Background: an optimization exercise with open tools, aiming at small area and a short achievable clock period. Do not read the settings as production practice.
At most, simulation tests tie the RTL to the original design; equivalence was not proved.
No functional check of the RTL was part of run 2.
Power and IR drop assume default switching activity.

==> flow/design.v, too long to show whole: its modules and the start of the top module <==
// module testAdd: 6 lines
// module Add: 6 lines
// module testSub: 6 lines
// module Sub: 6 lines
// module testComp: 8 lines
// module Comp: 24 lines
// module testMux2x1: 7 lines
// module Mux2x1: 12 lines
// module testReg: 7 lines
// module Reg: 11 lines
// module testSHL: 6 lines
// module SHL: 6 lines
// module testSHR: 6 lines
// module SHR: 6 lines
// module CircuitTest: 1268 lines
// module g_aoi21: 3 lines
// module g_inv: 3 lines
// module g_ltsel: 3 lines
// module g_nand2: 3 lines
// module g_nand2b: 3 lines
// module g_nor2: 3 lines
// module g_oai21: 3 lines
// module g_xnor2: 3 lines
// module g_xor2: 3 lines
module CircuitTest (a,b,c,z,x,clk,rst);
  // ...
==> flow/flow/run.sh <==
#!/bin/bash
# Own layout flow: the standard ORFS flow (standard.sh) with these changes:
#  - synthesis script flow/mixsynth.tcl: synth_recipe.tcl with ABC run per module,
#    the small gate modules (g_*) with ORFS's speed script and the top module with
#    ORFS's area script (ABC_AREA 1); hierarchy is flattened at the end as before;
#  - no Yosys full/half-adder extraction (ADDER_MAP_FILE empty);
#  - ABC sizes for a 2 fF load (ABC_LOAD_IN_FF), so gate modules get small cells;
#  - the port buffers that buffer_ports puts on every input and output are
#    sky130_fd_sc_hd__buf_1 instead of the default delay buffer.
# Make's full output goes to flow_make.log here; each ORFS step keeps its own log
# under orfs/logs/.
set -uo pipefail
here=$(pwd)
bash standard.sh ADDER_MAP_FILE= ABC_LOAD_IN_FF=2 \
  "SYNTH_SCRIPT=$here/flow/mixsynth.tcl" \
  "BUFFER_PORTS_ARGS=-buffer_cell sky130_fd_sc_hd__buf_1" \
  finish > flow_make.log 2>&1
==> flow/flow/mixsynth.tcl <==
# The standard flow's synthesis script (synth_recipe.tcl) with one change: ABC maps the small
# gate modules (g_*) with ORFS's speed script, which keeps XOR and MUX cells,
# and the rest of the design with ORFS's area script.
proc synth {args} { yosys synth -nofsm -noshare {*}$args }
proc abc {args} {
  set i [lsearch -exact $args -script]
  set speed [lreplace $args $i [expr {$i + 1}] -script $::env(SCRIPTS_DIR)/abc_speed.script]
  set area [lreplace $args $i [expr {$i + 1}] -script $::env(SCRIPTS_DIR)/abc_area.script]
  foreach m [split [string trim [yosys tee -q -s result.string select -list-mod =g_*]] "\n"] {
    if {$m ne ""} { yosys abc {*}$speed =$m }
  }
  yosys abc {*}$area =$::env(DESIGN_NAME)
}
source $::env(SCRIPTS_DIR)/synth.tcl
# left out here: clear keep_hierarchy, flatten, clean up, hide names made inside functions, write 1_2_yosys.v
==> flow/standard.sh <==
#!/bin/bash
# synth_recipe.tcl (not shown) runs the flow's synth.tcl, then flattens the netlist and writes it again
# the make line also repeats each setting of config.mk as NAME=value (left out here)
make -C /OpenROAD-flow-scripts/flow DESIGN_CONFIG=/design/flow/config.mk WORK_HOME=/design/flow/orfs CLKGATE_MAP_FILE= SYNTH_SCRIPT=/design/flow/synth_recipe.tcl "${@:-finish}"
==> flow/config.mk <==
export PLATFORM = sky130hd
export DESIGN_NAME = CircuitTest
export DESIGN_NICKNAME = CircuitTest
export VERILOG_FILES = /design/flow/design.v
export SDC_FILE = /design/flow/constraint.sdc
export NUM_CORES = 4
export LEC_CHECK = 0
export ABC_AREA = 1
export CAP_MARGIN = 20
export CORE_MARGIN = 2
export CORE_UTILIZATION = 40
export CTS_BUF_LIST = sky130_fd_sc_hd__clkbuf_4 sky130_fd_sc_hd__clkbuf_8
export SETUP_SLACK_MARGIN = 4.4
export SLEW_MARGIN = 20
export SYNTH_HIERARCHICAL = 1
export TNS_END_PERCENT = 0
==> flow/constraint.sdc <==
create_clock -name core_clock -period 7.5 [get_ports {clk}]
set_input_delay 1.5000 -clock core_clock [delete_from_list [all_inputs] [get_ports {clk}]]
set_output_delay 1.5000 -clock core_clock [all_outputs]
set_load 0.01 [all_outputs]
==> impl_metrics.toml, run 1 <==
[pwr]
p_leak_nw = 5.35
powerSeq_w = 0.00112
seqPwrFrac_pct = 35.3
internal_power_w = 0.00196
swShare_pct = 38.4

[detailed_routing]
met2_length_um = 15200
drcViolationCount = 0
wl_per_cell_um = 14.4
dr.pass1.iters = 5
vias = 11100

[layout]
stdcell_count = 2265
areaGrowthSynthToFinish_pct = 20.0
inverters_excl_clock = 24
final-clk-cell-share_pct = 3.29

[placement]
place_hpwl_um = 25900

[cts]
clkTransAtPathRegs_ns = 0.07
cts_setup_buffers = 6
cts-root-buf = "clkbuf_8"

[sta]
final.setup.tns_ns = 0
slew_headroom_pct = 43.0
finalClockSkew_ns = 0.0138
rsz0062_at_grt = "true"
fin_crit_sh_pct = 42.6

[synth]
yosys-top-cells-count = "551 x nand2_1, 282 x nor2_1, 201 x o21ai_1"
syn_inst = 1597
synth_cell_types = 14
synth_compound_area_share_pct = 13.5
synth_top_area_share_pct = 35.2
synth-edff-count = 131
synth.most_common_cell = "nand2_1"
synth_top_family_by_area = "simple AND/OR/NAND/NOR gates"

[setup_path]
worstPathMaxFanout = 64
critPathCapture = "x[5]"
worstPathRequired_ns = 7.71
rrSetupSlack_ns = 4.34
cp_common_cell = "nand2_1"
critPathLaunch = "c[7]"

[grt]
grt_use_total_pct = 22.3

[outcome]
status = "timing/DRC/antenna clean"

[floorplanning]
coreArea_um2 = 27600
chipHeight_um = 171
==> run 2: changes to the inputs <==
--- a/flow/design.v
+++ b/flow/design.v
@@ -131,3 +131,3 @@
 reg er;
-wire w1, w2, w3, w4, w5, w6, w7, w8, w9, w10, w11, w12, w13, w14, w15, w16, w17, w18, w19, w20, w21, w22, w23, w24, w25, w26, w27, w28, w29, w30, w31, w32, w33, w34, w35, w36, w37, w38, w39, w40, w41, w42, w43, w44, w45, w46, w47, w48, w49, w50, w51, w52, w53, w54, w55, w56, w57, w58, w59, w60, w61, w62, w63, w64, w65, w66, w67, w68, w69, w70, w71, w72, w73, w74, w75, w76, w77, w78, w79, w80, w81, w82, w83, w84, w85, w86, w87, w88, w89, w90, w91, w92, w93, w94, w95, w96, w97, w98, w99, w100, w101, w102, w103, w104, w105, w106, w107, w108, w109, w110, w111, w112, w113, w114, w115, w116, w117, w118, w119, w120, w121, w122, w123, w124, w125, w126, w127, w128, w129, w130, w131, w132, w133, w134, w135, w136, w137, w138, w139, w140, w141, w142, w143, w144, w145, w146, w147, w148, w149, w150, w151, w152, w153, w154, w155, w156, w157, w158, w159, w160, w161, w162, w163, w164, w165, w166, w167, w168, w169, w170, w171, w172, w173, w174, w175, w176, w177, w178, w179, w180, w181, w182, w183, w184, w185, w186, w187, w188, w189, w190, w191, w192, w193, w194, w195, w196, w197, w198, w199, w200, w201, w202, w203, w204, w205, w206, w207, w208, w209, w210, w211, w212, w213, w214, w215, w216, w217, w218, w219, w220, w221, w222, w223, w224, w225, w226, w227, w228, w229, w230, w231, w232, w233, w234, w235, w236, w237, w238, w239, w240, w241, w242, w243, w244, w245, w246, w247, w248, w249, w250, w251, w252, w253, w254, w255, w256, w257, w258, w259, w260, w261, w262, w263, w264, w265, w266, w267, w268, w269, w270, w271, w272, w273, w274, w275, w276, w277, w278, w279, w280, w281, w282, w283, w284, w285, w286, w287, w288, w289, w290, w291, w292, w293, w294, w295, w296, w297, w298, w299, w300, w301, w302, w303, w304, w305, w306, w307, w308, w309, w310, w311, w312, w313, w314, w315, w316, w317, w318, w319, w320, w321, w322, w323, w324, w325, w326, w327, w328, w329, w330, w331, w332, w333, w334, w335, w336, w337, w338, w339, w340, w341, w342, w343, w344, w345, w346, w347, w348, w349, w350, w351, w352, w353, w354, w355, w356, w357, w358, w359, w360, w361, w362, w363, w364, w365, w366, w367, w368, w369, w370, w371, w372, w373, w374, w375, w376, w377, w378, w379, w380, w381, w382, w383, w384, w385, w386, w387, w388, w389, w390, w391, w392, w393, w394, w395, w396, w397, w398, w399, w400, w401, w402, w403, w404, w405, w406, w407, w408, w409, w410, w411, w412, w413, w414, w415, w416, w417, w418, w419, w420, w421, w422, w423, w424, w425, w426, w427, w428, w429, w430, w431, w432, w433, w434, w435, w436, w437, w438, w439, w440, w441, w442, w443, w444, w445, w446, w447, w448, w449, w450, w451, w452, w453, w454, w455, w456, w457, w458, w459, w460, w461, w462, w463, w464, w465, w466, w467, w468, w469, w470, w471, w472, w473, w474, w475, w476, w477, w478, w479, w480, w481, w482, w483, w484, w485, w486, w487, w488, w489, w490, w491, w492, w493, w494, w495, w496, w497, w498, w499, w500, w501, w502, w503, w504, w505, w506, w507, w508, w509, w510, w511, w512, w513, w514, w515, w516, w517, w518, w519, w520, w521, w522, w523, w524, w525, w526, w527, w528, w529, w530, w531, w532, w533, w534, w535, w536, w537, w538, w539, w540, w541, w542, w543, w544, w545, w546, w547, w548, w549, w550, w551, w552, w553, w554, w555, w556, w557, w558, w559, w560, w561, w562, w563, w564, w565, w566, w567, w568, w569, w570, w571, w572, w573, w574, w575, w576, w577, w578, w579, w580, w581, w582, w583, w584, w585, w586, w587, w588, w589, w590, w591, w592, w593, w594, w595, w596, w597, w598, w599, w600, w601, w602, w603, w604, w605, w606, w607, w608, w609, w610, w611, w612, w613, w614, w615, w616, w617, w618, w619, w620, w621, w622, w623, w624, w625, w626, w627, w628, w629, w630, w631, w632, w633, w634, w635, w636, w637, w638, w639, w640, w641, w642, w643, w644, w645, w646, w647, w648, w649, w650, w651, w652, w653, w654, w655, w656, w657, w658, w659, w660, w661, w662, w663, w664, w665, w666, w667, w668, w669, w670, w671, w672, w673, w674, w675, w676, w677, w678, w679, w680, w681, w682, w683, w684, w685, w686, w687, w688, w689, w690, w691, w692, w693, w694, w695, w696, w697, w698, w699, w700, w701, w702, w703, w704, w705, w706, w707, w708, w709, w710, w711, w712, w713, w714, w715, w716, w717, w718, w719, w720, w721, w722, w723, w724, w725, w726, w727, w728, w729, w730, w731, w732, w733, w734, w735, w736, w737, w738, w739, w740, w741, w742, w743, w744, w745, w746, w747, w748, w749, w750, w751, w752, w753, w754, w755, w756, w757, w758, w759, w760, w761, w762, w763, w764, w765, w766, w767, w768, w769, w770, w771, w772, w773, w774, w775, w776, w777, w778, w779, w780, w781, w782, w783, w784, w785, w786, w787, w788, w789, w790, w791, w792, w793, w794, w795, w796, w797, w798, w799, w800, w801, w802, w803, w804, w805, w806, w807, w808, w809, w810, w811, w812, w813, w814, w815, w816, w817, w818, w819, w820, w821, w822, w823, w824, w825, w826, w827, w828, w829, w830, w831, w832, w833, w834, w835, w836, w837, w838, w839, w840, w841, w842, w843, w844, w845, w846, w847, w848, w849, w850, w851, w852, w853, w854, w855, w856, w857, w858, w859, w860, w861, w862, w863, w864, w865, w866, w867, w868, w869, w870, w871, w872, w873, w874, w875, w876, w877, w878, w879, w880, w881, w882, w883, w884, w885, w886, w887, w888, w889, w890, w891, w892, w893, w894, w895, w896, w897, w898, w899, w900, w901, w902, w903, w904, w905, w906, w907, w908, w909, w910, w911, w912, w913, w914, w915, w916, w917, w918, w919, w920, w921, w922, w923, w924, w925, w926, w927, w928, w929, w930, w931, w932, w933, w934, w935, w936, w937, w938, w939, w940, w941, w942, w943, w944, w945, w946, w947, w948, w949, w950, w951, w952, w953, w954, w955, w956, w957, w958, w959, w960, w961, w962, w963, w964, w965, w966, w967, w968, w969, w970, w971, w972, w973, w974, w975, w976, w977, w978, w979, w980, w981, w982, w983, w984, w985, w986, w987, w988, w989, w990, w991, w992, w993, w994, w995, w996, w997, w998, w999, w1000, w1001, w1002, w1003, w1004, w1005, w1006, w1007, w1008, w1009, w1010, w1011, w1012, w1013, w1014, w1015, w1016, w1017, w1018, w1019, w1020, w1021, w1022, w1023, w1024, w1025, w1026, w1027, w1028, w1029, w1030, w1031, w1032, w1033, w1034, w1035, w1036, w1037, w1038, w1039, w1040, w1041, w1042, w1043, w1044, w1045, w1046, w1047, w1048, w1049, w1050, w1051, w1052, w1053, w1054, w1055, w1056, w1057, w1058, w1059, w1060, w1061, w1062, w1063, w1064, w1065, w1066, w1067, w1068, w1069, w1070, w1071, w1072, w1073, w1074, w1075, w1076, w1077, w1078, w1079, w1080, w1081, w1082, w1083, w1084, w1085, w1086, w1087, w1088, w1089, w1090, w1091, w1092, w1093, w1094, w1095, w1096, w1097, w1098, w1099, w1100, w1101, w1102, w1103, w1104, w1105, w1106, w1107, w1108, w1109, w1110, w1111, w1112, w1113, w1114, w1115, w1116, w1117, w1118, w1119, w1120, w1121, w1122, w1123, w1124, w1125, w1126, w1127, w1128, w1129, w1130, w1131, w1132, w1133, w1134, w1135, w1136, w1137, w1138, w1139, w1140, w1141, w1142, w1143, w1144, w1145, w1146, w1147, w1148, w1149, w1150, w1151, w1152, w1153, w1154, w1155, w1156, w1157, w1158, w1159, w1160, w1161, w1162, w1163, w1164, w1165, w1166, w1167, w1168, w1169, w1170, w1171, w1172, w1173, w1174, w1175, w1176, w1177, w1178, w1179, w1180, w1181, w1182, w1183, w1184, w1185, w1186, w1187, w1188, w1189, w1190, w1191, w1192, w1193, w1194, w1195, w1196, w1197, w1198, w1199, w1200, w1201, w1202, w1203, w1204, w1205, w1206, w1207, w1208, w1209, w1210, w1211, w1212, w1213, w1214, w1215, w1216, w1217, w1218, w1219, w1220, w1221, w1222, w1223, w1224, w1225, w1226, w1227, w1228, w1229, w1230, w1231, w1232, w1233, w1234, w1235, w1236, w1237, w1238, w1239, w1240, w1241, w1242, w1243, w1244, w1245, w1246;
+wire w1, w2, w3, w4, w5, w6, w7, w8, w9, w10, w11, w12, w13, w14, w15, w16, w17, w18, w19, w20, w21, w22, w23, w24, w25, w26, w27, w28, w29, w30, w31, w32, w33, w34, w35, w36, w37, w38, w39, w40, w41, w42, w43, w44, w45, w46, w47, w48, w49, w50, w51, w52, w53, w54, w55, w56, w57, w58, w59, w60, w61, w62, w63, w64, w65, w66, w67, w68, w69, w70, w71, w72, w73, w74, w75, w76, w77, w78, w79, w80, w81, w82, w83, w84, w85, w86, w87, w88, w89, w90, w91, w92, w93, w94, w95, w96, w97, w98, w99, w100, w101, w102, w103, w104, w105, w106, w107, w108, w109, w110, w111, w112, w113, w114, w115, w116, w117, w118, w119, w120, w121, w122, w123, w124, w125, w126, w127, w128, w129, w130, w131, w132, w133, w134, w135, w136, w137, w138, w139, w140, w141, w142, w143, w144, w145, w146, w147, w148, w149, w150, w151, w152, w153, w154, w155, w156, w157, w158, w159, w160, w161, w162, w163, w164, w165, w166, w167, w168, w169, w170, w171, w172, w173, w174, w175, w176, w177, w178, w179, w180, w181, w182, w183, w184, w185, w186, w187, w188, w189, w190, w191, w192, w193, w194, w195, w196, w197, w198, w199, w200, w201, w202, w203, w204, w205, w206, w207, w208, w209, w210, w211, w212, w213, w214, w215, w216, w217, w218, w219, w220, w221, w222, w223, w224, w225, w226, w227, w228, w229, w230, w231, w232, w233, w234, w235, w236, w237, w238, w239, w240, w241, w242, w243, w244, w245, w246, w247, w248, w249, w250, w251, w252, w253, w254, w255, w256, w257, w258, w259, w260, w261, w262, w263, w264, w265, w266, w267, w268, w269, w270, w271, w272, w273, w274, w275, w276, w277, w278, w279, w280, w281, w282, w283, w284, w285, w286, w287, w288, w289, w290, w291, w292, w293, w294, w295, w296, w297, w298, w299, w300, w301, w302, w303, w304, w305, w306, w307, w308, w309, w310, w311, w312, w313, w314, w315, w316, w317, w318, w319, w320, w321, w322, w323, w324, w325, w326, w327, w328, w329, w330, w331, w332, w333, w334, w335, w336, w337, w338, w339, w340, w341, w342, w343, w344, w345, w346, w347, w348, w349, w350, w351, w352, w353, w354, w355, w356, w357, w358, w359, w360, w361, w362, w363, w364, w365, w366, w367, w368, w369, w370, w371, w372, w373, w374, w375, w376, w377, w378, w379, w380, w381, w382, w383, w384, w385, w386, w387, w388, w389, w390, w391, w392, w393, w394, w395, w396, w397, w398, w399, w400, w401, w402, w403, w404, w405, w406, w407, w408, w409, w410, w411, w412, w413, w414, w415, w416, w417, w418, w419, w420, w421, w422, w423, w424, w425, w426, w427, w428, w429, w430, w431, w432, w433, w434, w435, w436, w437, w438, w439, w440, w441, w442, w443, w444, w445, w446, w447, w448, w449, w450, w451, w452, w453, w454, w455, w456, w457, w458, w459, w460, w461, w462, w463, w464, w465, w466, w467, w468, w469, w470, w471, w472, w473, w474, w475, w476, w477, w478, w479, w480, w481, w482, w483, w484, w485, w486, w487, w488, w489, w490, w491, w492, w493, w494, w495, w496, w497, w498, w499, w500, w501, w502, w503, w504, w505, w506, w507, w508, w509, w510, w511, w512, w513, w514, w515, w516, w517, w518, w519, w520, w521, w522, w523, w524, w525, w526, w527, w528, w529, w530, w531, w532, w533, w534, w535, w536, w537, w538, w539, w540, w541, w542, w543, w544, w545, w546, w547, w548, w549, w550, w551, w552, w553, w554, w555, w556, w557, w558, w559, w560, w561, w562, w563, w564, w565, w566, w567, w568, w569, w570, w571, w572, w573, w574, w575, w576, w577, w578, w579, w580, w581, w582, w583, w584, w585, w586, w587, w588, w589, w590, w591, w592, w593, w594, w595, w596, w597, w598, w599, w600, w601, w602, w603, w604, w605, w606, w607, w608, w609, w610, w611, w612, w613, w614, w615, w616, w617, w618, w619, w620, w621, w622, w623, w624, w625, w626, w627, w628, w629, w630, w631, w632, w633, w634, w635, w636, w637, w638, w639, w640, w641, w642, w643, w644, w645, w646, w647, w648, w649, w650, w651, w652, w653, w654, w655, w656, w657, w658, w659, w660, w661, w662, w663, w664, w665, w666, w667, w668, w669, w670, w671, w672, w673, w674, w675, w676, w677, w678, w679, w680, w681, w682, w683, w684, w685, w686, w687, w688, w689, w690, w691, w692, w693, w694, w695, w696, w697, w698, w699, w700, w701, w702, w703, w704, w705, w706, w707, w708, w709, w710, w711, w712, w713, w714, w715, w716, w717, w718, w719, w720, w721, w722, w723, w724, w725, w726, w727, w728, w729, w730, w731, w732, w733, w734, w735, w736, w737, w738, w739, w740, w741, w742, w743, w744, w745, w746, w747, w748, w749, w750, w751, w752, w753, w754, w755, w756, w757, w758, w759, w760, w761, w762, w763, w764, w765, w766, w767, w768, w769, w770, w771, w772, w773, w774, w775, w776, w777, w778, w779, w780, w781, w782, w783, w784, w785, w786, w787, w788, w789, w790, w791, w792, w793, w794, w795, w796, w797, w798, w799, w800, w801, w802, w803, w804, w805, w806, w807, w808, w809, w810, w811, w812, w813, w814, w815, w816, w817, w818, w819, w820, w821, w822, w823, w824, w825, w826, w827, w828, w829, w830, w831, w832, w833, w834, w835, w836, w837, w838, w839, w840, w841, w842, w843, w844, w845, w846, w847, w848, w849, w850, w851, w852, w853, w854, w855, w856, w857, w858, w859, w860, w861, w862, w863, w864, w865, w866, w867, w868, w869, w870, w871, w872, w873, w874, w875, w876, w877, w878, w879, w880, w881, w882, w883, w884, w885, w886, w887, w888, w889, w890, w891, w892, w893, w894, w895, w896, w897, w898, w899, w900, w901, w902, w903, w904, w905, w906, w907, w908, w909, w910, w911, w912, w913, w914, w915, w916, w917, w918, w919, w920, w921, w922, w923, w924, w925, w926, w927, w928, w929, w930, w931, w932, w933, w934, w935, w936, w937, w938, w939, w940, w941, w942, w943, w944, w945, w946, w947, w948, w949, w950, w951, w952, w953, w954, w955, w956, w957, w958, w959, w960, w961, w962, w963, w964, w965, w966, w967, w968, w969, w970, w971, w972, w973, w974, w975, w976, w977, w978, w979, w980, w981, w982, w983, w984, w985, w986, w987, w988, w989, w990, w991, w992, w993, w994, w995, w996, w997, w998, w999, w1000, w1001, w1002, w1003, w1004, w1005, w1006, w1007, w1008, w1009, w1010, w1011, w1012, w1013, w1014, w1015, w1016, w1017, w1018, w1019, w1020, w1021, w1022, w1023, w1024, w1025, w1026, w1027, w1028, w1029, w1030, w1031, w1032, w1033, w1034, w1035, w1036, w1037, w1038, w1039, w1040, w1041, w1042, w1043, w1044, w1045, w1046, w1047, w1048, w1049, w1050, w1051, w1052, w1053, w1054, w1055, w1056, w1057, w1058, w1059, w1060, w1061, w1062, w1063, w1064, w1065, w1066, w1067, w1068, w1069, w1070, w1071, w1072, w1073, w1074, w1075, w1076, w1077, w1078, w1079, w1080, w1081, w1082, w1083, w1084, w1085, w1086, w1087, w1088, w1089, w1090, w1091, w1092, w1093, w1094, w1095, w1096, w1097, w1098, w1099, w1100, w1101, w1102, w1103, w1104, w1105, w1106, w1107, w1108, w1109, w1110, w1111, w1112, w1113, w1114, w1115, w1116, w1117, w1118, w1119, w1120, w1121, w1122, w1123, w1124, w1125, w1126, w1127, w1128, w1129, w1130, w1131, w1132, w1133, w1134, w1135, w1136, w1137, w1138, w1139, w1140, w1141, w1142, w1143, w1144, w1145, w1146, w1147, w1148, w1149, w1150, w1151, w1152, w1153, w1154, w1155, w1156, w1157, w1158, w1159, w1160, w1161, w1162, w1163, w1164, w1165, w1166, w1167, w1168, w1169, w1170, w1171, w1172, w1173, w1174, w1175, w1176, w1177, w1178, w1179, w1180, w1181, w1182, w1183, w1184, w1185, w1186, w1187, w1188, w1189, w1190, w1191, w1192, w1193, w1194, w1195, w1196, w1197, w1198, w1199, w1200, w1201, w1202, w1203, w1204, w1205, w1206, w1207, w1208, w1209, w1210;
 g_nand2 u1 (.a(a[0]), .b(b[0]), .y(w1));
@@ -1120,265 +1120,230 @@
 g_xnor2 u985 (.a(w818), .b(w879), .y(w985));
-g_xor2 u986 (.a(yr[0]), .b(er), .y(w986));
-g_xor2 u987 (.a(yr[1]), .b(er), .y(w987));
-g_xor2 u988 (.a(yr[2]), .b(er), .y(w988));
-g_xor2 u989 (.a(yr[3]), .b(er), .y(w989));
-g_xor2 u990 (.a(yr[4]), .b(er), .y(w990));
-g_xor2 u991 (.a(yr[5]), .b(er), .y(w991));
-g_xor2 u992 (.a(yr[6]), .b(er), .y(w992));
-g_xor2 u993 (.a(yr[7]), .b(er), .y(w993));
-g_xor2 u994 (.a(yr[8]), .b(er), .y(w994));
-g_xor2 u995 (.a(yr[9]), .b(er), .y(w995));
-g_xor2 u996 (.a(yr[10]), .b(er), .y(w996));
-g_xor2 u997 (.a(yr[11]), .b(er), .y(w997));
-g_xor2 u998 (.a(yr[12]), .b(er), .y(w998));
-g_xor2 u999 (.a(yr[13]), .b(er), .y(w999));
-g_xor2 u1000 (.a(yr[14]), .b(er), .y(w1000));
-g_xor2 u1001 (.a(yr[15]), .b(er), .y(w1001));
-g_xor2 u1002 (.a(yr[16]), .b(er), .y(w1002));
-g_xor2 u1003 (.a(yr[17]), .b(er), .y(w1003));
-g_xor2 u1004 (.a(yr[18]), .b(er), .y(w1004));
-g_xor2 u1005 (.a(yr[19]), .b(er), .y(w1005));
-g_xor2 u1006 (.a(yr[20]), .b(er), .y(w1006));
-g_xor2 u1007 (.a(yr[21]), .b(er), .y(w1007));
-g_xor2 u1008 (.a(yr[22]), .b(er), .y(w1008));
-g_xor2 u1009 (.a(yr[23]), .b(er), .y(w1009));
-g_xor2 u1010 (.a(yr[24]), .b(er), .y(w1010));
-g_xor2 u1011 (.a(yr[25]), .b(er), .y(w1011));
-g_xor2 u1012 (.a(yr[26]), .b(er), .y(w1012));
-g_xor2 u1013 (.a(yr[27]), .b(er), .y(w1013));
-g_xor2 u1014 (.a(yr[28]), .b(er), .y(w1014));
-g_xor2 u1015 (.a(yr[29]), .b(er), .y(w1015));
-g_xor2 u1016 (.a(yr[30]), .b(er), .y(w1016));
-g_xor2 u1017 (.a(yr[31]), .b(er), .y(w1017));
-g_nand2 u1018 (.a(ar[0]), .b(w986), .y(w1018));
-g_nand2 u1019 (.a(ar[1]), .b(w987), .y(w1019));
-g_nand2 u1020 (.a(ar[2]), .b(w988), .y(w1020));
-g_nand2 u1021 (.a(ar[3]), .b(w989), .y(w1021));
-g_nand2 u1022 (.a(ar[4]), .b(w990), .y(w1022));
-g_nand2 u1023 (.a(ar[5]), .b(w991), .y(w1023));
-g_nand2 u1024 (.a(ar[6]), .b(w992), .y(w1024));
-g_nand2 u1025 (.a(ar[7]), .b(w993), .y(w1025));
-g_nand2 u1026 (.a(ar[8]), .b(w994), .y(w1026));
-g_nand2 u1027 (.a(ar[9]), .b(w995), .y(w1027));
-g_nand2 u1028 (.a(ar[10]), .b(w996), .y(w1028));
-g_nand2 u1029 (.a(ar[11]), .b(w997), .y(w1029));
-g_nand2 u1030 (.a(ar[12]), .b(w998), .y(w1030));
-g_nand2 u1031 (.a(ar[13]), .b(w999), .y(w1031));
-g_nand2 u1032 (.a(ar[14]), .b(w1000), .y(w1032));
-g_nand2 u1033 (.a(ar[15]), .b(w1001), .y(w1033));
-g_nand2 u1034 (.a(ar[16]), .b(w1002), .y(w1034));
-g_nand2 u1035 (.a(ar[17]), .b(w1003), .y(w1035));
-g_nand2 u1036 (.a(ar[18]), .b(w1004), .y(w1036));
-g_nand2 u1037 (.a(ar[19]), .b(w1005), .y(w1037));
-g_nand2 u1038 (.a(ar[20]), .b(w1006), .y(w1038));
-g_nand2 u1039 (.a(ar[21]), .b(w1007), .y(w1039));
-g_nand2 u1040 (.a(ar[22]), .b(w1008), .y(w1040));
-g_nand2 u1041 (.a(ar[23]), .b(w1009), .y(w1041));
-g_nand2 u1042 (.a(ar[24]), .b(w1010), .y(w1042));
-g_nand2 u1043 (.a(ar[25]), .b(w1011), .y(w1043));
-g_nand2 u1044 (.a(ar[26]), .b(w1012), .y(w1044));
-g_nand2 u1045 (.a(ar[27]), .b(w1013), .y(w1045));
-g_nand2 u1046 (.a(ar[28]), .b(w1014), .y(w1046));
-g_nand2 u1047 (.a(ar[29]), .b(w1015), .y(w1047));
-g_nand2 u1048 (.a(ar[30]), .b(w1016), .y(w1048));
-g_nand2 u1049 (.a(ar[31]), .b(w1017), .y(w1049));
-g_xnor2 u1050 (.a(ar[0]), .b(w986), .y(w1050));
-g_xnor2 u1051 (.a(ar[1]), .b(w987), .y(w1051));
-g_xnor2 u1052 (.a(ar[2]), .b(w988), .y(w1052));
-g_xnor2 u1053 (.a(ar[3]), .b(w989), .y(w1053));
-g_xnor2 u1054 (.a(ar[4]), .b(w990), .y(w1054));
-g_xnor2 u1055 (.a(ar[5]), .b(w991), .y(w1055));
-g_xnor2 u1056 (.a(ar[6]), .b(w992), .y(w1056));
-g_xnor2 u1057 (.a(ar[7]), .b(w993), .y(w1057));
-g_xnor2 u1058 (.a(ar[8]), .b(w994), .y(w1058));
-g_xnor2 u1059 (.a(ar[9]), .b(w995), .y(w1059));
-g_xnor2 u1060 (.a(ar[10]), .b(w996), .y(w1060));
-g_xnor2 u1061 (.a(ar[11]), .b(w997), .y(w1061));
-g_xnor2 u1062 (.a(ar[12]), .b(w998), .y(w1062));
-g_xnor2 u1063 (.a(ar[13]), .b(w999), .y(w1063));
-g_xnor2 u1064 (.a(ar[14]), .b(w1000), .y(w1064));
-g_xnor2 u1065 (.a(ar[15]), .b(w1001), .y(w1065));
-g_xnor2 u1066 (.a(ar[16]), .b(w1002), .y(w1066));
-g_xnor2 u1067 (.a(ar[17]), .b(w1003), .y(w1067));
-g_xnor2 u1068 (.a(ar[18]), .b(w1004), .y(w1068));
-g_xnor2 u1069 (.a(ar[19]), .b(w1005), .y(w1069));
-g_xnor2 u1070 (.a(ar[20]), .b(w1006), .y(w1070));
-g_xnor2 u1071 (.a(ar[21]), .b(w1007), .y(w1071));
-g_xnor2 u1072 (.a(ar[22]), .b(w1008), .y(w1072));
-g_xnor2 u1073 (.a(ar[23]), .b(w1009), .y(w1073));
-g_xnor2 u1074 (.a(ar[24]), .b(w1010), .y(w1074));
-g_xnor2 u1075 (.a(ar[25]), .b(w1011), .y(w1075));
-g_xnor2 u1076 (.a(ar[26]), .b(w1012), .y(w1076));
-g_xnor2 u1077 (.a(ar[27]), .b(w1013), .y(w1077));
-g_xnor2 u1078 (.a(ar[28]), .b(w1014), .y(w1078));
-g_xnor2 u1079 (.a(ar[29]), .b(w1015), .y(w1079));
-g_xnor2 u1080 (.a(ar[30]), .b(w1016), .y(w1080));
-g_xnor2 u1081 (.a(ar[31]), .b(w1017), .y(w1081));
-g_inv u1082 (.a(w1050), .y(w1082));
-g_inv u1083 (.a(w1018), .y(w1083));
-g_aoi21 u1084 (.a1(w1082), .a2(er), .b1(w1083), .y(w1084));
-g_oai21 u1085 (.a1(w1051), .a2(w1084), .b1(w1019), .y(w1085));
-g_nor2 u1086 (.a(w1051), .b(w1050), .y(w1086));
-g_oai21 u1087 (.a1(w1053), .a2(w1020), .b1(w1021), .y(w1087));
-g_nor2 u1088 (.a(w1053), .b(w1052), .y(w1088));
-g_oai21 u1089 (.a1(w1055), .a2(w1022), .b1(w1023), .y(w1089));
-g_nor2 u1090 (.a(w1055), .b(w1054), .y(w1090));
-g_oai21 u1091 (.a1(w1057), .a2(w1024), .b1(w1025), .y(w1091));
-g_nor2 u1092 (.a(w1057), .b(w1056), .y(w1092));
-g_oai21 u1093 (.a1(w1059), .a2(w1026), .b1(w1027), .y(w1093));
-g_nor2 u1094 (.a(w1059), .b(w1058), .y(w1094));
-g_oai21 u1095 (.a1(w1061), .a2(w1028), .b1(w1029), .y(w1095));
-g_nor2 u1096 (.a(w1061), .b(w1060), .y(w1096));
-g_oai21 u1097 (.a1(w1063), .a2(w1030), .b1(w1031), .y(w1097));
-g_nor2 u1098 (.a(w1063), .b(w1062), .y(w1098));
-g_oai21 u1099 (.a1(w1065), .a2(w1032), .b1(w1033), .y(w1099));
-g_nor2 u1100 (.a(w1065), .b(w1064), .y(w1100));
-g_oai21 u1101 (.a1(w1067), .a2(w1034), .b1(w1035), .y(w1101));
-g_nor2 u1102 (.a(w1067), .b(w1066), .y(w1102));
-g_oai21 u1103 (.a1(w1069), .a2(w1036), .b1(w1037), .y(w1103));
-g_nor2 u1104 (.a(w1069), .b(w1068), .y(w1104));
-g_oai21 u1105 (.a1(w1071), .a2(w1038), .b1(w1039), .y(w1105));
-g_nor2 u1106 (.a(w1071), .b(w1070), .y(w1106));
-g_oai21 u1107 (.a1(w1073), .a2(w1040), .b1(w1041), .y(w1107));
-g_nor2 u1108 (.a(w1073), .b(w1072), .y(w1108));
-g_oai21 u1109 (.a1(w1075), .a2(w1042), .b1(w1043), .y(w1109));
-g_nor2 u1110 (.a(w1075), .b(w1074), .y(w1110));
-g_oai21 u1111 (.a1(w1077), .a2(w1044), .b1(w1045), .y(w1111));
-g_nor2 u1112 (.a(w1077), .b(w1076), .y(w1112));
-g_oai21 u1113 (.a1(w1079), .a2(w1046), .b1(w1047), .y(w1113));
-g_nor2 u1114 (.a(w1079), .b(w1078), .y(w1114));
-g_oai21 u1115 (.a1(w1081), .a2(w1048), .b1(w1049), .y(w1115));
-g_nor2 u1116 (.a(w1081), .b(w1080), .y(w1116));
-g_aoi21 u1117 (.a1(w1088), .a2(w1085), .b1(w1087), .y(w1117));
-g_nand2 u1118 (.a(w1088), .b(w1086), .y(w1118));
-g_aoi21 u1119 (.a1(w1092), .a2(w1089), .b1(w1091), .y(w1119));
-g_nand2 u1120 (.a(w1092), .b(w1090), .y(w1120));
-g_aoi21 u1121 (.a1(w1096), .a2(w1093), .b1(w1095), .y(w1121));
-g_nand2 u1122 (.a(w1096), .b(w1094), .y(w1122));
-g_aoi21 u1123 (.a1(w1100), .a2(w1097), .b1(w1099), .y(w1123));
-g_nand2 u1124 (.a(w1100), .b(w1098), .y(w1124));
-g_aoi21 u1125 (.a1(w1104), .a2(w1101), .b1(w1103), .y(w1125));
-g_nand2 u1126 (.a(w1104), .b(w1102), .y(w1126));
-g_aoi21 u1127 (.a1(w1108), .a2(w1105), .b1(w1107), .y(w1127));
-g_nand2 u1128 (.a(w1108), .b(w1106), .y(w1128));
-g_aoi21 u1129 (.a1(w1112), .a2(w1109), .b1(w1111), .y(w1129));
-g_nand2 u1130 (.a(w1112), .b(w1110), .y(w1130));
-g_aoi21 u1131 (.a1(w1116), .a2(w1113), .b1(w1115), .y(w1131));
-g_nand2 u1132 (.a(w1116), .b(w1114), .y(w1132));
-g_oai21 u1133 (.a1(w1120), .a2(w1117), .b1(w1119), .y(w1133));
-g_nor2 u1134 (.a(w1120), .b(w1118), .y(w1134));
-g_oai21 u1135 (.a1(w1124), .a2(w1121), .b1(w1123), .y(w1135));
-g_nor2 u1136 (.a(w1124), .b(w1122), .y(w1136));
-g_oai21 u1137 (.a1(w1128), .a2(w1125), .b1(w1127), .y(w1137));
-g_nor2 u1138 (.a(w1128), .b(w1126), .y(w1138));
-g_oai21 u1139 (.a1(w1132), .a2(w1129), .b1(w1131), .y(w1139));
-g_nor2 u1140 (.a(w1132), .b(w1130), .y(w1140));
-g_aoi21 u1141 (.a1(w1136), .a2(w1133), .b1(w1135), .y(w1141));
-g_nand2 u1142 (.a(w1136), .b(w1134), .y(w1142));
-g_aoi21 u1143 (.a1(w1140), .a2(w1137), .b1(w1139), .y(w1143));
-g_nand2 u1144 (.a(w1140), .b(w1138), .y(w1144));
-g_oai21 u1145 (.a1(w1144), .a2(w1141), .b1(w1143), .y(w1145));
-g_nor2 u1146 (.a(w1144), .b(w1142), .y(w1146));
-g_inv u1147 (.a(w1141), .y(w1147));
-g_aoi21 u1148 (.a1(w1138), .a2(w1147), .b1(w1137), .y(w1148));
-g_inv u1149 (.a(w1142), .y(w1149));
-g_nand2 u1150 (.a(w1138), .b(w1149), .y(w1150));
-g_inv u1151 (.a(w1133), .y(w1151));
-g_oai21 u1152 (.a1(w1122), .a2(w1151), .b1(w1121), .y(w1152));
-g_inv u1153 (.a(w1134), .y(w1153));
-g_nor2 u1154 (.a(w1122), .b(w1153), .y(w1154));
-g_oai21 u1155 (.a1(w1126), .a2(w1141), .b1(w1125), .y(w1155));
-g_nor2 u1156 (.a(w1126), .b(w1142), .y(w1156));
-g_oai21 u1157 (.a1(w1130), .a2(w1148), .b1(w1129), .y(w1157));
-g_nor2 u1158 (.a(w1130), .b(w1150), .y(w1158));
-g_inv u1159 (.a(w1117), .y(w1159));
-g_aoi21 u1160 (.a1(w1090), .a2(w1159), .b1(w1089), .y(w1160));
-g_inv u1161 (.a(w1118), .y(w1161));
-g_nand2 u1162 (.a(w1090), .b(w1161), .y(w1162));
-g_aoi21 u1163 (.a1(w1094), .a2(w1133), .b1(w1093), .y(w1163));
-g_nand2 u1164 (.a(w1094), .b(w1134), .y(w1164));
-g_aoi21 u1165 (.a1(w1098), .a2(w1152), .b1(w1097), .y(w1165));
-g_nand2 u1166 (.a(w1098), .b(w1154), .y(w1166));
-g_aoi21 u1167 (.a1(w1102), .a2(w1147), .b1(w1101), .y(w1167));
-g_nand2 u1168 (.a(w1102), .b(w1149), .y(w1168));
-g_aoi21 u1169 (.a1(w1106), .a2(w1155), .b1(w1105), .y(w1169));
-g_nand2 u1170 (.a(w1106), .b(w1156), .y(w1170));
-g_inv u1171 (.a(w1148), .y(w1171));
-g_aoi21 u1172 (.a1(w1110), .a2(w1171), .b1(w1109), .y(w1172));
-g_inv u1173 (.a(w1150), .y(w1173));
-g_nand2 u1174 (.a(w1110), .b(w1173), .y(w1174));
-g_aoi21 u1175 (.a1(w1114), .a2(w1157), .b1(w1113), .y(w1175));
-g_nand2 u1176 (.a(w1114), .b(w1158), .y(w1176));
-g_inv u1177 (.a(w1085), .y(w1177));
-g_oai21 u1178 (.a1(w1052), .a2(w1177), .b1(w1020), .y(w1178));
-g_inv u1179 (.a(w1086), .y(w1179));
-g_nor2 u1180 (.a(w1052), .b(w1179), .y(w1180));
-g_oai21 u1181 (.a1(w1054), .a2(w1117), .b1(w1022), .y(w1181));
-g_nor2 u1182 (.a(w1054), .b(w1118), .y(w1182));
-g_oai21 u1183 (.a1(w1056), .a2(w1160), .b1(w1024), .y(w1183));
-g_nor2 u1184 (.a(w1056), .b(w1162), .y(w1184));
-g_oai21 u1185 (.a1(w1058), .a2(w1151), .b1(w1026), .y(w1185));
-g_nor2 u1186 (.a(w1058), .b(w1153), .y(w1186));
-g_oai21 u1187 (.a1(w1060), .a2(w1163), .b1(w1028), .y(w1187));
-g_nor2 u1188 (.a(w1060), .b(w1164), .y(w1188));
-g_inv u1189 (.a(w1152), .y(w1189));
-g_oai21 u1190 (.a1(w1062), .a2(w1189), .b1(w1030), .y(w1190));
-g_inv u1191 (.a(w1154), .y(w1191));
-g_nor2 u1192 (.a(w1062), .b(w1191), .y(w1192));
-g_oai21 u1193 (.a1(w1064), .a2(w1165), .b1(w1032), .y(w1193));
-g_nor2 u1194 (.a(w1064), .b(w1166), .y(w1194));
-g_oai21 u1195 (.a1(w1066), .a2(w1141), .b1(w1034), .y(w1195));
-g_nor2 u1196 (.a(w1066), .b(w1142), .y(w1196));
-g_oai21 u1197 (.a1(w1068), .a2(w1167), .b1(w1036), .y(w1197));
-g_nor2 u1198 (.a(w1068), .b(w1168), .y(w1198));
-g_inv u1199 (.a(w1155), .y(w1199));
-g_oai21 u1200 (.a1(w1070), .a2(w1199), .b1(w1038), .y(w1200));
-g_inv u1201 (.a(w1156), .y(w1201));
-g_nor2 u1202 (.a(w1070), .b(w1201), .y(w1202));
-g_oai21 u1203 (.a1(w1072), .a2(w1169), .b1(w1040), .y(w1203));
-g_nor2 u1204 (.a(w1072), .b(w1170), .y(w1204));
-g_oai21 u1205 (.a1(w1074), .a2(w1148), .b1(w1042), .y(w1205));
-g_nor2 u1206 (.a(w1074), .b(w1150), .y(w1206));
-g_oai21 u1207 (.a1(w1076), .a2(w1172), .b1(w1044), .y(w1207));
-g_nor2 u1208 (.a(w1076), .b(w1174), .y(w1208));
-g_inv u1209 (.a(w1157), .y(w1209));
-g_oai21 u1210 (.a1(w1078), .a2(w1209), .b1(w1046), .y(w1210));
-g_inv u1211 (.a(w1158), .y(w1211));
-g_nor2 u1212 (.a(w1078), .b(w1211), .y(w1212));
-g_oai21 u1213 (.a1(w1080), .a2(w1175), .b1(w1048), .y(w1213));
-g_nor2 u1214 (.a(w1080), .b(w1176), .y(w1214));
-g_xnor2 u1215 (.a(w1050), .b(er), .y(w1215));
-g_xor2 u1216 (.a(w1051), .b(w1084), .y(w1216));
-g_xnor2 u1217 (.a(w1052), .b(w1085), .y(w1217));
-g_xnor2 u1218 (.a(w1053), .b(w1178), .y(w1218));
-g_xor2 u1219 (.a(w1054), .b(w1117), .y(w1219));
-g_xnor2 u1220 (.a(w1055), .b(w1181), .y(w1220));
-g_xor2 u1221 (.a(w1056), .b(w1160), .y(w1221));
-g_xnor2 u1222 (.a(w1057), .b(w1183), .y(w1222));
-g_xnor2 u1223 (.a(w1058), .b(w1133), .y(w1223));
-g_xnor2 u1224 (.a(w1059), .b(w1185), .y(w1224));
-g_xor2 u1225 (.a(w1060), .b(w1163), .y(w1225));
-g_xnor2 u1226 (.a(w1061), .b(w1187), .y(w1226));
-g_xnor2 u1227 (.a(w1062), .b(w1152), .y(w1227));
-g_xnor2 u1228 (.a(w1063), .b(w1190), .y(w1228));
-g_xor2 u1229 (.a(w1064), .b(w1165), .y(w1229));
-g_xnor2 u1230 (.a(w1065), .b(w1193), .y(w1230));
-g_xor2 u1231 (.a(w1066), .b(w1141), .y(w1231));
-g_xnor2 u1232 (.a(w1067), .b(w1195), .y(w1232));
-g_xor2 u1233 (.a(w1068), .b(w1167), .y(w1233));
-g_xnor2 u1234 (.a(w1069), .b(w1197), .y(w1234));
-g_xnor2 u1235 (.a(w1070), .b(w1155), .y(w1235));
-g_xnor2 u1236 (.a(w1071), .b(w1200), .y(w1236));
-g_xor2 u1237 (.a(w1072), .b(w1169), .y(w1237));
-g_xnor2 u1238 (.a(w1073), .b(w1203), .y(w1238));
-g_xor2 u1239 (.a(w1074), .b(w1148), .y(w1239));
-g_xnor2 u1240 (.a(w1075), .b(w1205), .y(w1240));
-g_xor2 u1241 (.a(w1076), .b(w1172), .y(w1241));
-g_xnor2 u1242 (.a(w1077), .b(w1207), .y(w1242));
-g_xnor2 u1243 (.a(w1078), .b(w1157), .y(w1243));
-g_xnor2 u1244 (.a(w1079), .b(w1210), .y(w1244));
-g_xor2 u1245 (.a(w1080), .b(w1175), .y(w1245));
-g_xnor2 u1246 (.a(w1081), .b(w1213), .y(w1246));
+g_nand2b u986 (.an(yr[0]), .b(ar[0]), .y(w986));
+g_nand2b u987 (.an(yr[1]), .b(ar[1]), .y(w987));
+g_nand2b u988 (.an(yr[2]), .b(ar[2]), .y(w988));
+g_nand2b u989 (.an(yr[3]), .b(ar[3]), .y(w989));
+g_nand2b u990 (.an(yr[4]), .b(ar[4]), .y(w990));
+g_nand2b u991 (.an(yr[5]), .b(ar[5]), .y(w991));
+g_nand2b u992 (.an(yr[6]), .b(ar[6]), .y(w992));
+g_nand2b u993 (.an(yr[7]), .b(ar[7]), .y(w993));
+g_nand2b u994 (.an(yr[8]), .b(ar[8]), .y(w994));
+g_nand2b u995 (.an(yr[9]), .b(ar[9]), .y(w995));
+g_nand2b u996 (.an(yr[10]), .b(ar[10]), .y(w996));
+g_nand2b u997 (.an(yr[11]), .b(ar[11]), .y(w997));
+g_nand2b u998 (.an(yr[12]), .b(ar[12]), .y(w998));
+g_nand2b u999 (.an(yr[13]), .b(ar[13]), .y(w999));
+g_nand2b u1000 (.an(yr[14]), .b(ar[14]), .y(w1000));
+g_nand2b u1001 (.an(yr[15]), .b(ar[15]), .y(w1001));
+g_nand2b u1002 (.an(yr[16]), .b(ar[16]), .y(w1002));
+g_nand2b u1003 (.an(yr[17]), .b(ar[17]), .y(w1003));
+g_nand2b u1004 (.an(yr[18]), .b(ar[18]), .y(w1004));
+g_nand2b u1005 (.an(yr[19]), .b(ar[19]), .y(w1005));
+g_nand2b u1006 (.an(yr[20]), .b(ar[20]), .y(w1006));
+g_nand2b u1007 (.an(yr[21]), .b(ar[21]), .y(w1007));
+g_nand2b u1008 (.an(yr[22]), .b(ar[22]), .y(w1008));
+g_nand2b u1009 (.an(yr[23]), .b(ar[23]), .y(w1009));
+g_nand2b u1010 (.an(yr[24]), .b(ar[24]), .y(w1010));
+g_nand2b u1011 (.an(yr[25]), .b(ar[25]), .y(w1011));
+g_nand2b u1012 (.an(yr[26]), .b(ar[26]), .y(w1012));
+g_nand2b u1013 (.an(yr[27]), .b(ar[27]), .y(w1013));
+g_nand2b u1014 (.an(yr[28]), .b(ar[28]), .y(w1014));
+g_nand2b u1015 (.an(yr[29]), .b(ar[29]), .y(w1015));
+g_nand2b u1016 (.an(yr[30]), .b(ar[30]), .y(w1016));
+g_nand2b u1017 (.an(yr[31]), .b(ar[31]), .y(w1017));
+g_nor2b u1018 (.a(ar[0]), .bn(yr[0]), .y(w1018));
+g_nor2b u1019 (.a(ar[1]), .bn(yr[1]), .y(w1019));
+g_nor2b u1020 (.a(ar[2]), .bn(yr[2]), .y(w1020));
+g_nor2b u1021 (.a(ar[3]), .bn(yr[3]), .y(w1021));
+g_nor2b u1022 (.a(ar[4]), .bn(yr[4]), .y(w1022));
+g_nor2b u1023 (.a(ar[5]), .bn(yr[5]), .y(w1023));
+g_nor2b u1024 (.a(ar[6]), .bn(yr[6]), .y(w1024));
+g_nor2b u1025 (.a(ar[7]), .bn(yr[7]), .y(w1025));
+g_nor2b u1026 (.a(ar[8]), .bn(yr[8]), .y(w1026));
+g_nor2b u1027 (.a(ar[9]), .bn(yr[9]), .y(w1027));
+g_nor2b u1028 (.a(ar[10]), .bn(yr[10]), .y(w1028));
+g_nor2b u1029 (.a(ar[11]), .bn(yr[11]), .y(w1029));
+g_nor2b u1030 (.a(ar[12]), .bn(yr[12]), .y(w1030));
+g_nor2b u1031 (.a(ar[13]), .bn(yr[13]), .y(w1031));
+g_nor2b u1032 (.a(ar[14]), .bn(yr[14]), .y(w1032));
+g_nor2b u1033 (.a(ar[15]), .bn(yr[15]), .y(w1033));
+g_nor2b u1034 (.a(ar[16]), .bn(yr[16]), .y(w1034));
+g_nor2b u1035 (.a(ar[17]), .bn(yr[17]), .y(w1035));
+g_nor2b u1036 (.a(ar[18]), .bn(yr[18]), .y(w1036));
+g_nor2b u1037 (.a(ar[19]), .bn(yr[19]), .y(w1037));
+g_nor2b u1038 (.a(ar[20]), .bn(yr[20]), .y(w1038));
+g_nor2b u1039 (.a(ar[21]), .bn(yr[21]), .y(w1039));
+g_nor2b u1040 (.a(ar[22]), .bn(yr[22]), .y(w1040));
+g_nor2b u1041 (.a(ar[23]), .bn(yr[23]), .y(w1041));
+g_nor2b u1042 (.a(ar[24]), .bn(yr[24]), .y(w1042));
+g_nor2b u1043 (.a(ar[25]), .bn(yr[25]), .y(w1043));
+g_nor2b u1044 (.a(ar[26]), .bn(yr[26]), .y(w1044));
+g_nor2b u1045 (.a(ar[27]), .bn(yr[27]), .y(w1045));
+g_nor2b u1046 (.a(ar[28]), .bn(yr[28]), .y(w1046));
+g_nor2b u1047 (.a(ar[29]), .bn(yr[29]), .y(w1047));
+g_nor2b u1048 (.a(ar[30]), .bn(yr[30]), .y(w1048));
+g_nor2b u1049 (.a(ar[31]), .bn(yr[31]), .y(w1049));
+g_oai21 u1050 (.a1(w1019), .a2(w1018), .b1(w987), .y(w1050));
+g_nor2 u1051 (.a(w1019), .b(w1018), .y(w1051));
+g_oai21 u1052 (.a1(w1021), .a2(w988), .b1(w989), .y(w1052));
+g_nor2 u1053 (.a(w1021), .b(w1020), .y(w1053));
+g_oai21 u1054 (.a1(w1023), .a2(w990), .b1(w991), .y(w1054));
+g_nor2 u1055 (.a(w1023), .b(w1022), .y(w1055));
+g_oai21 u1056 (.a1(w1025), .a2(w992), .b1(w993), .y(w1056));
+g_nor2 u1057 (.a(w1025), .b(w1024), .y(w1057));
+g_oai21 u1058 (.a1(w1027), .a2(w994), .b1(w995), .y(w1058));
+g_nor2 u1059 (.a(w1027), .b(w1026), .y(w1059));
+g_oai21 u1060 (.a1(w1029), .a2(w996), .b1(w997), .y(w1060));
+g_nor2 u1061 (.a(w1029), .b(w1028), .y(w1061));
+g_oai21 u1062 (.a1(w1031), .a2(w998), .b1(w999), .y(w1062));
+g_nor2 u1063 (.a(w1031), .b(w1030), .y(w1063));
+g_oai21 u1064 (.a1(w1033), .a2(w1000), .b1(w1001), .y(w1064));
+g_nor2 u1065 (.a(w1033), .b(w1032), .y(w1065));
+g_oai21 u1066 (.a1(w1035), .a2(w1002), .b1(w1003), .y(w1066));
+g_nor2 u1067 (.a(w1035), .b(w1034), .y(w1067));
+g_oai21 u1068 (.a1(w1037), .a2(w1004), .b1(w1005), .y(w1068));
+g_nor2 u1069 (.a(w1037), .b(w1036), .y(w1069));
+g_oai21 u1070 (.a1(w1039), .a2(w1006), .b1(w1007), .y(w1070));
+g_nor2 u1071 (.a(w1039), .b(w1038), .y(w1071));
+g_oai21 u1072 (.a1(w1041), .a2(w1008), .b1(w1009), .y(w1072));
+g_nor2 u1073 (.a(w1041), .b(w1040), .y(w1073));
+g_oai21 u1074 (.a1(w1043), .a2(w1010), .b1(w1011), .y(w1074));
+g_nor2 u1075 (.a(w1043), .b(w1042), .y(w1075));
+g_oai21 u1076 (.a1(w1045), .a2(w1012), .b1(w1013), .y(w1076));
+g_nor2 u1077 (.a(w1045), .b(w1044), .y(w1077));
+g_oai21 u1078 (.a1(w1047), .a2(w1014), .b1(w1015), .y(w1078));
+g_nor2 u1079 (.a(w1047), .b(w1046), .y(w1079));
+g_oai21 u1080 (.a1(w1049), .a2(w1016), .b1(w1017), .y(w1080));
+g_nor2 u1081 (.a(w1049), .b(w1048), .y(w1081));
+g_aoi21 u1082 (.a1(w1053), .a2(w1050), .b1(w1052), .y(w1082));
+g_nand2 u1083 (.a(w1053), .b(w1051), .y(w1083));
+g_aoi21 u1084 (.a1(w1057), .a2(w1054), .b1(w1056), .y(w1084));
+g_nand2 u1085 (.a(w1057), .b(w1055), .y(w1085));
+g_aoi21 u1086 (.a1(w1061), .a2(w1058), .b1(w1060), .y(w1086));
+g_nand2 u1087 (.a(w1061), .b(w1059), .y(w1087));
+g_aoi21 u1088 (.a1(w1065), .a2(w1062), .b1(w1064), .y(w1088));
+g_nand2 u1089 (.a(w1065), .b(w1063), .y(w1089));
+g_aoi21 u1090 (.a1(w1069), .a2(w1066), .b1(w1068), .y(w1090));
+g_nand2 u1091 (.a(w1069), .b(w1067), .y(w1091));
+g_aoi21 u1092 (.a1(w1073), .a2(w1070), .b1(w1072), .y(w1092));
+g_nand2 u1093 (.a(w1073), .b(w1071), .y(w1093));
+g_aoi21 u1094 (.a1(w1077), .a2(w1074), .b1(w1076), .y(w1094));
+g_nand2 u1095 (.a(w1077), .b(w1075), .y(w1095));
+g_aoi21 u1096 (.a1(w1081), .a2(w1078), .b1(w1080), .y(w1096));
+g_nand2 u1097 (.a(w1081), .b(w1079), .y(w1097));
+g_oai21 u1098 (.a1(w1085), .a2(w1082), .b1(w1084), .y(w1098));
+g_nor2 u1099 (.a(w1085), .b(w1083), .y(w1099));
+g_oai21 u1100 (.a1(w1089), .a2(w1086), .b1(w1088), .y(w1100));
+g_nor2 u1101 (.a(w1089), .b(w1087), .y(w1101));
+g_oai21 u1102 (.a1(w1093), .a2(w1090), .b1(w1092), .y(w1102));
+g_nor2 u1103 (.a(w1093), .b(w1091), .y(w1103));
+g_oai21 u1104 (.a1(w1097), .a2(w1094), .b1(w1096), .y(w1104));
+g_nor2 u1105 (.a(w1097), .b(w1095), .y(w1105));
+g_aoi21 u1106 (.a1(w1101), .a2(w1098), .b1(w1100), .y(w1106));
+g_nand2 u1107 (.a(w1101), .b(w1099), .y(w1107));
+g_aoi21 u1108 (.a1(w1105), .a2(w1102), .b1(w1104), .y(w1108));
+g_nand2 u1109 (.a(w1105), .b(w1103), .y(w1109));
+g_oai21 u1110 (.a1(w1109), .a2(w1106), .b1(w1108), .y(w1110));
+g_nor2 u1111 (.a(w1109), .b(w1107), .y(w1111));
+g_inv u1112 (.a(w1106), .y(w1112));
+g_aoi21 u1113 (.a1(w1103), .a2(w1112), .b1(w1102), .y(w1113));
+g_inv u1114 (.a(w1107), .y(w1114));
+g_nand2 u1115 (.a(w1103), .b(w1114), .y(w1115));
+g_inv u1116 (.a(w1098), .y(w1116));
+g_oai21 u1117 (.a1(w1087), .a2(w1116), .b1(w1086), .y(w1117));
+g_inv u1118 (.a(w1099), .y(w1118));
+g_nor2 u1119 (.a(w1087), .b(w1118), .y(w1119));
+g_oai21 u1120 (.a1(w1091), .a2(w1106), .b1(w1090), .y(w1120));
+g_nor2 u1121 (.a(w1091), .b(w1107), .y(w1121));
+g_oai21 u1122 (.a1(w1095), .a2(w1113), .b1(w1094), .y(w1122));
+g_nor2 u1123 (.a(w1095), .b(w1115), .y(w1123));
+g_inv u1124 (.a(w1082), .y(w1124));
+g_aoi21 u1125 (.a1(w1055), .a2(w1124), .b1(w1054), .y(w1125));
+g_inv u1126 (.a(w1083), .y(w1126));
+g_nand2 u1127 (.a(w1055), .b(w1126), .y(w1127));
+g_aoi21 u1128 (.a1(w1059), .a2(w1098), .b1(w1058), .y(w1128));
+g_nand2 u1129 (.a(w1059), .b(w1099), .y(w1129));
+g_aoi21 u1130 (.a1(w1063), .a2(w1117), .b1(w1062), .y(w1130));
+g_nand2 u1131 (.a(w1063), .b(w1119), .y(w1131));
+g_aoi21 u1132 (.a1(w1067), .a2(w1112), .b1(w1066), .y(w1132));
+g_nand2 u1133 (.a(w1067), .b(w1114), .y(w1133));
+g_aoi21 u1134 (.a1(w1071), .a2(w1120), .b1(w1070), .y(w1134));
+g_nand2 u1135 (.a(w1071), .b(w1121), .y(w1135));
+g_inv u1136 (.a(w1113), .y(w1136));
+g_aoi21 u1137 (.a1(w1075), .a2(w1136), .b1(w1074), .y(w1137));
+g_inv u1138 (.a(w1115), .y(w1138));
+g_nand2 u1139 (.a(w1075), .b(w1138), .y(w1139));
+g_aoi21 u1140 (.a1(w1079), .a2(w1122), .b1(w1078), .y(w1140));
+g_nand2 u1141 (.a(w1079), .b(w1123), .y(w1141));
+g_inv u1142 (.a(w1050), .y(w1142));
+g_oai21 u1143 (.a1(w1020), .a2(w1142), .b1(w988), .y(w1143));
+g_inv u1144 (.a(w1051), .y(w1144));
+g_nor2 u1145 (.a(w1020), .b(w1144), .y(w1145));
+g_oai21 u1146 (.a1(w1022), .a2(w1082), .b1(w990), .y(w1146));
+g_nor2 u1147 (.a(w1022), .b(w1083), .y(w1147));
+g_oai21 u1148 (.a1(w1024), .a2(w1125), .b1(w992), .y(w1148));
+g_nor2 u1149 (.a(w1024), .b(w1127), .y(w1149));
+g_oai21 u1150 (.a1(w1026), .a2(w1116), .b1(w994), .y(w1150));
+g_nor2 u1151 (.a(w1026), .b(w1118), .y(w1151));
+g_oai21 u1152 (.a1(w1028), .a2(w1128), .b1(w996), .y(w1152));
+g_nor2 u1153 (.a(w1028), .b(w1129), .y(w1153));
+g_inv u1154 (.a(w1117), .y(w1154));
+g_oai21 u1155 (.a1(w1030), .a2(w1154), .b1(w998), .y(w1155));
+g_inv u1156 (.a(w1119), .y(w1156));
+g_nor2 u1157 (.a(w1030), .b(w1156), .y(w1157));
+g_oai21 u1158 (.a1(w1032), .a2(w1130), .b1(w1000), .y(w1158));
+g_nor2 u1159 (.a(w1032), .b(w1131), .y(w1159));
+g_oai21 u1160 (.a1(w1034), .a2(w1106), .b1(w1002), .y(w1160));
+g_nor2 u1161 (.a(w1034), .b(w1107), .y(w1161));
+g_oai21 u1162 (.a1(w1036), .a2(w1132), .b1(w1004), .y(w1162));
+g_nor2 u1163 (.a(w1036), .b(w1133), .y(w1163));
+g_inv u1164 (.a(w1120), .y(w1164));
+g_oai21 u1165 (.a1(w1038), .a2(w1164), .b1(w1006), .y(w1165));
+g_inv u1166 (.a(w1121), .y(w1166));
+g_nor2 u1167 (.a(w1038), .b(w1166), .y(w1167));
+g_oai21 u1168 (.a1(w1040), .a2(w1134), .b1(w1008), .y(w1168));
+g_nor2 u1169 (.a(w1040), .b(w1135), .y(w1169));
+g_oai21 u1170 (.a1(w1042), .a2(w1113), .b1(w1010), .y(w1170));
+g_nor2 u1171 (.a(w1042), .b(w1115), .y(w1171));
+g_oai21 u1172 (.a1(w1044), .a2(w1137), .b1(w1012), .y(w1172));
+g_nor2 u1173 (.a(w1044), .b(w1139), .y(w1173));
+g_inv u1174 (.a(w1122), .y(w1174));
+g_oai21 u1175 (.a1(w1046), .a2(w1174), .b1(w1014), .y(w1175));
+g_inv u1176 (.a(w1123), .y(w1176));
+g_nor2 u1177 (.a(w1046), .b(w1176), .y(w1177));
+g_oai21 u1178 (.a1(w1048), .a2(w1140), .b1(w1016), .y(w1178));
+g_nor2 u1179 (.a(w1048), .b(w1141), .y(w1179));
+g_xnor2 u1180 (.a(w787), .b(w1018), .y(w1180));
+g_xor2 u1181 (.a(w788), .b(w1050), .y(w1181));
+g_xor2 u1182 (.a(w789), .b(w1143), .y(w1182));
+g_xnor2 u1183 (.a(w790), .b(w1082), .y(w1183));
+g_xor2 u1184 (.a(w791), .b(w1146), .y(w1184));
+g_xnor2 u1185 (.a(w792), .b(w1125), .y(w1185));
+g_xor2 u1186 (.a(w793), .b(w1148), .y(w1186));
+g_xor2 u1187 (.a(w794), .b(w1098), .y(w1187));
+g_xor2 u1188 (.a(w795), .b(w1150), .y(w1188));
+g_xnor2 u1189 (.a(w796), .b(w1128), .y(w1189));
+g_xor2 u1190 (.a(w797), .b(w1152), .y(w1190));
+g_xor2 u1191 (.a(w798), .b(w1117), .y(w1191));
+g_xor2 u1192 (.a(w799), .b(w1155), .y(w1192));
+g_xnor2 u1193 (.a(w800), .b(w1130), .y(w1193));
+g_xor2 u1194 (.a(w801), .b(w1158), .y(w1194));
+g_xnor2 u1195 (.a(w802), .b(w1106), .y(w1195));
+g_xor2 u1196 (.a(w803), .b(w1160), .y(w1196));
+g_xnor2 u1197 (.a(w804), .b(w1132), .y(w1197));
+g_xor2 u1198 (.a(w805), .b(w1162), .y(w1198));
+g_xor2 u1199 (.a(w806), .b(w1120), .y(w1199));
+g_xor2 u1200 (.a(w807), .b(w1165), .y(w1200));
+g_xnor2 u1201 (.a(w808), .b(w1134), .y(w1201));
+g_xor2 u1202 (.a(w809), .b(w1168), .y(w1202));
+g_xnor2 u1203 (.a(w810), .b(w1113), .y(w1203));
+g_xor2 u1204 (.a(w811), .b(w1170), .y(w1204));
+g_xnor2 u1205 (.a(w812), .b(w1137), .y(w1205));
+g_xor2 u1206 (.a(w813), .b(w1172), .y(w1206));
+g_xor2 u1207 (.a(w814), .b(w1122), .y(w1207));
+g_xor2 u1208 (.a(w815), .b(w1175), .y(w1208));
+g_xnor2 u1209 (.a(w816), .b(w1140), .y(w1209));
+g_xor2 u1210 (.a(w817), .b(w1178), .y(w1210));
 wire [32:0] greg = {w985, w984, w983, w982, w981, w980, w979, w978, w977, w976, w975, w974, w973, w972, w971, w970, w969, w968, w967, w966, w965, w964, w963, w962, w961, w960, w959, w958, w957, w956, w955, w954, w953};
-wire [31:0] hreg = {w1246, w1245, w1244, w1243, w1242, w1241, w1240, w1239, w1238, w1237, w1236, w1235, w1234, w1233, w1232, w1231, w1230, w1229, w1228, w1227, w1226, w1225, w1224, w1223, w1222, w1221, w1220, w1219, w1218, w1217, w1216, w1215};
+wire [31:0] fsub = {w1210, w1209, w1208, w1207, w1206, w1205, w1204, w1203, w1202, w1201, w1200, w1199, w1198, w1197, w1196, w1195, w1194, w1193, w1192, w1191, w1190, w1189, w1188, w1187, w1186, w1185, w1184, w1183, w1182, w1181, w1180, w953};
+wire [31:0] hreg = er ? fsub : greg[31:0];
 always @(posedge clk) begin
@@ -1411,2 +1376,5 @@
 endmodule
+module g_nor2b (input a, input bn, output y);
+  assign y = ~(a | ~bn);
+endmodule
 module g_oai21 (input a1, input a2, input b1, output y);
--- a/flow/config.mk
+++ b/flow/config.mk
@@ -11,3 +11,3 @@
 export CORE_UTILIZATION = 40
-export CTS_BUF_LIST = sky130_fd_sc_hd__clkbuf_4 sky130_fd_sc_hd__clkbuf_8
+export CTS_BUF_LIST = sky130_fd_sc_hd__clkbuf_8
 export SETUP_SLACK_MARGIN = 4.4
==> impl_metrics.toml, run 2 <==
[pwr]
p_leak_nw = 5.72
internal_power_w = 0.00187
pwr-share-clk_pct = 19.8
switching_power_w = 0.00121
swShare_pct = 39.4
seqPwrFrac_pct = 35.4
p_per_area_nw_per_um2 = 223

[sta]
final.setup.tns_ns = 0
slew_headroom_pct = 35.3
rsz0062_at_grt = "true"
drv_slew = 0
setup_viol = 0
fin_crit_sh_pct = 42.9
worstMarginPinSlew_ns = 0.970
finalClockSkew_ns = 0.0145
max_freq_ghz = 0.311

[synth]
synth.most_common_cell = "nand2_1"
synth_area_um2 = 11300
synth_top_area_share_pct = 34.8
synth-edff-count = 131
syn_inst = 1657
ys.flop_type = "edfxtp_1"
syn_area_per_cell_um2 = 6.82
synth-seq-area-share_pct = 34.8
yosys-top-cells-count = "457 x nand2_1, 282 x nor2_1, 201 x o21ai_1"
synth_area_leader_cell = "edfxtp_1"
syn_nets = 1851
yosys_warnings = 7
synth_cell_types = 17

[layout]
stdcell_count = 2323
top_regs = "ar (33), yr (33)"
fillers = 2860
areaGrowthSynthToFinish_pct = 22.4
final_common_cell = "nand2_1"

[cts]
cts_tree = "yes"
cts_buffers = 17
clock_path_buffers = 2
cts-root-buf = "clkbuf_8"
clkTransAtPathRegs_ns = 0.08
htreeDepth = 4

[placement]
place_hpwl_um = 25900

[grt]
overflow = 0
grt_start_max_net_pins = 77
grt_use_total_pct = 22.5
grt_pass1_vias = 10300

[setup_path]
timing.rr.start = "yr[1]"
crit_arrival_ns = 3.42
critPathSlowestCell = "o21a_4"
worstPathRequired_ns = 7.71
cp_slowest_stage_delay_ns = 0.28
start_kind = "input pin"
crit_type = "in -> reg"
worstPathMaxFanout = 33
rrSetupSlack_ns = 4.38
crit_path_end_kind = "flop"
crit_buf_inv = 3

[floorplanning]
chipHeight_um = 172
start_util_pct = 40.7
die-width_um = 172
dieArea_um2 = 29600
coreArea_um2 = 27800

[min_path]
hp-class = "reg -> reg"
min-delay-start = "ar[0]"
hold_end = "x[1]"

[detailed_routing]
ant_nets = 0
drcViolationCount = 0
wl_per_cell_um = 14.2
vias = 11400
viasPerCell = 4.91
dr.pass1.iters = 7

[outcome]
status = "timing/DRC/antenna clean"
==> run 2: area by class of cell <==
cell class,count,area (um^2),area share [%]
diodes,3,7.51,0.0543
clock buffers,17,234,1.69
clock inverters,14,165,1.19
inverters,84,335,2.42
multi-input cells,1416,7250,52.4
flip-flops and latches,131,3930,28.4
well taps,378,473,3.42
repair buffers,279,1420,10.3
repair inverters,1,11.3,0.0814
==> run 2: worst min-delay path, cell delays in order, from the launching register on <==
cell and delay, ns:
edfxtp_1 0.40, xnor2_1 0.08, inv_1 0.09, nand2_1 0.05
nand2_1 0.05
==> run 2: cells by family (layout without fill, tap and decap cells) <==
| kind of cell | Yosys count | in the layout | share of synthesized area, % |
|---|---|---|---|
| AND/OR/NAND/NOR | 925 | 925 | 34.2 |
| buffers and inverters | 110 | 395 | 3.91 |
| flip-flops | 131 | 131 | 34.8 |
| XOR/XNOR | 160 | 160 | 12.4 |
| other | 0 | 3 | 0 |
| AO/OA/AOI/OAI | 331 | 331 | 14.7 |
==> run 2: power by group through the flow <==
stage	registers (W)	clock network (W)	logic, W
2_1_floorplan	0.00114	0	0.000841
3_3_place_gp	0.00110	0	0.00123
3_5_place_dp	0.00110	0	0.00124
4_1_cts	0.00109	0.000623	0.00135
5_1_grt	0.00111	0.000651	0.00156
6_report	0.00109	0.000610	0.00138
==> run 2: layer usage <==
layer / part of all wire (%) / up-vias / GRT usage, %
met3: 6.2 / 36 / 3.85
li1: - / 5984 / -
met1: 46 / 5053 / 30.1
met2: 46 / 334 / 36.8
met5: 0 / - / 0
met4: 2.0 / 0 / 7.56
==> run 2: worst max path at each step <==
stage	from	end	slack, ns
2_1_floorplan	rst	ar[0]	3.72
3_3_place_gp	c[31]	yr[4]	2.71
4_1_cts	b[1]	x[9]	4.32
5_1_grt	a[15]	x[9]	4.17
6_report	c[0]	yr[4]	4.28
3_5_place_dp	c[31]	x[2]	2.74
==> run 2: stage by stage <==
step	setup WS (ns)	power (W)	hold WS [ns]	area [um^2]
after floorplan	3.72	0.00198	0.670	11300
after global placement	2.71	0.00232	0.730	12700
after detailed placement	2.74	0.00234	0.738	12700
after CTS	4.32	0.00306	0.758	13500
after global routing	4.17	0.00332	0.866	13800
final	4.28	0.00308	0.779	13800
==> run 2: per-module statistics from Yosys (local to each module, per instance), a selection <==
module / flops+latches / cells inside / copies in the design / cell area, um^2
CircuitTest: 131 / 542 / 1 / 5620
g_ltsel: 0 / 3 / 1 / 15.0
g_xnor2: 0 / 1 / 65 / 8.76
g_nand2b: 0 / 1 / 94 / 6.26
g_nor2b: 0 / 1 / 31 / 6.26
g_aoi21: 0 / 1 / 97 / 5.00
g_oai21: 0 / 1 / 201 / 5.00
g_nor2: 0 / 1 / 280 / 3.75
g_inv: 0 / 1 / 18 / 3.75
==> run 2: timing repair <==
item / 4_1_cts / 5_1_grt
gates cloned: 4 / 0
setup endpoints to repair: 93 / 97
resized for setup: 115 / 73
setup buffers: 9 / 5
pin swaps: 30 / 30

Check on run 2: ideal ports give 4.285 ns setup slack; a clkbuf_16 on the clock port and buf_2 on the inputs give 4.295 ns; moving port delays by the midpoint clock arrival (0.493 ns) as well gives 3.802 ns.
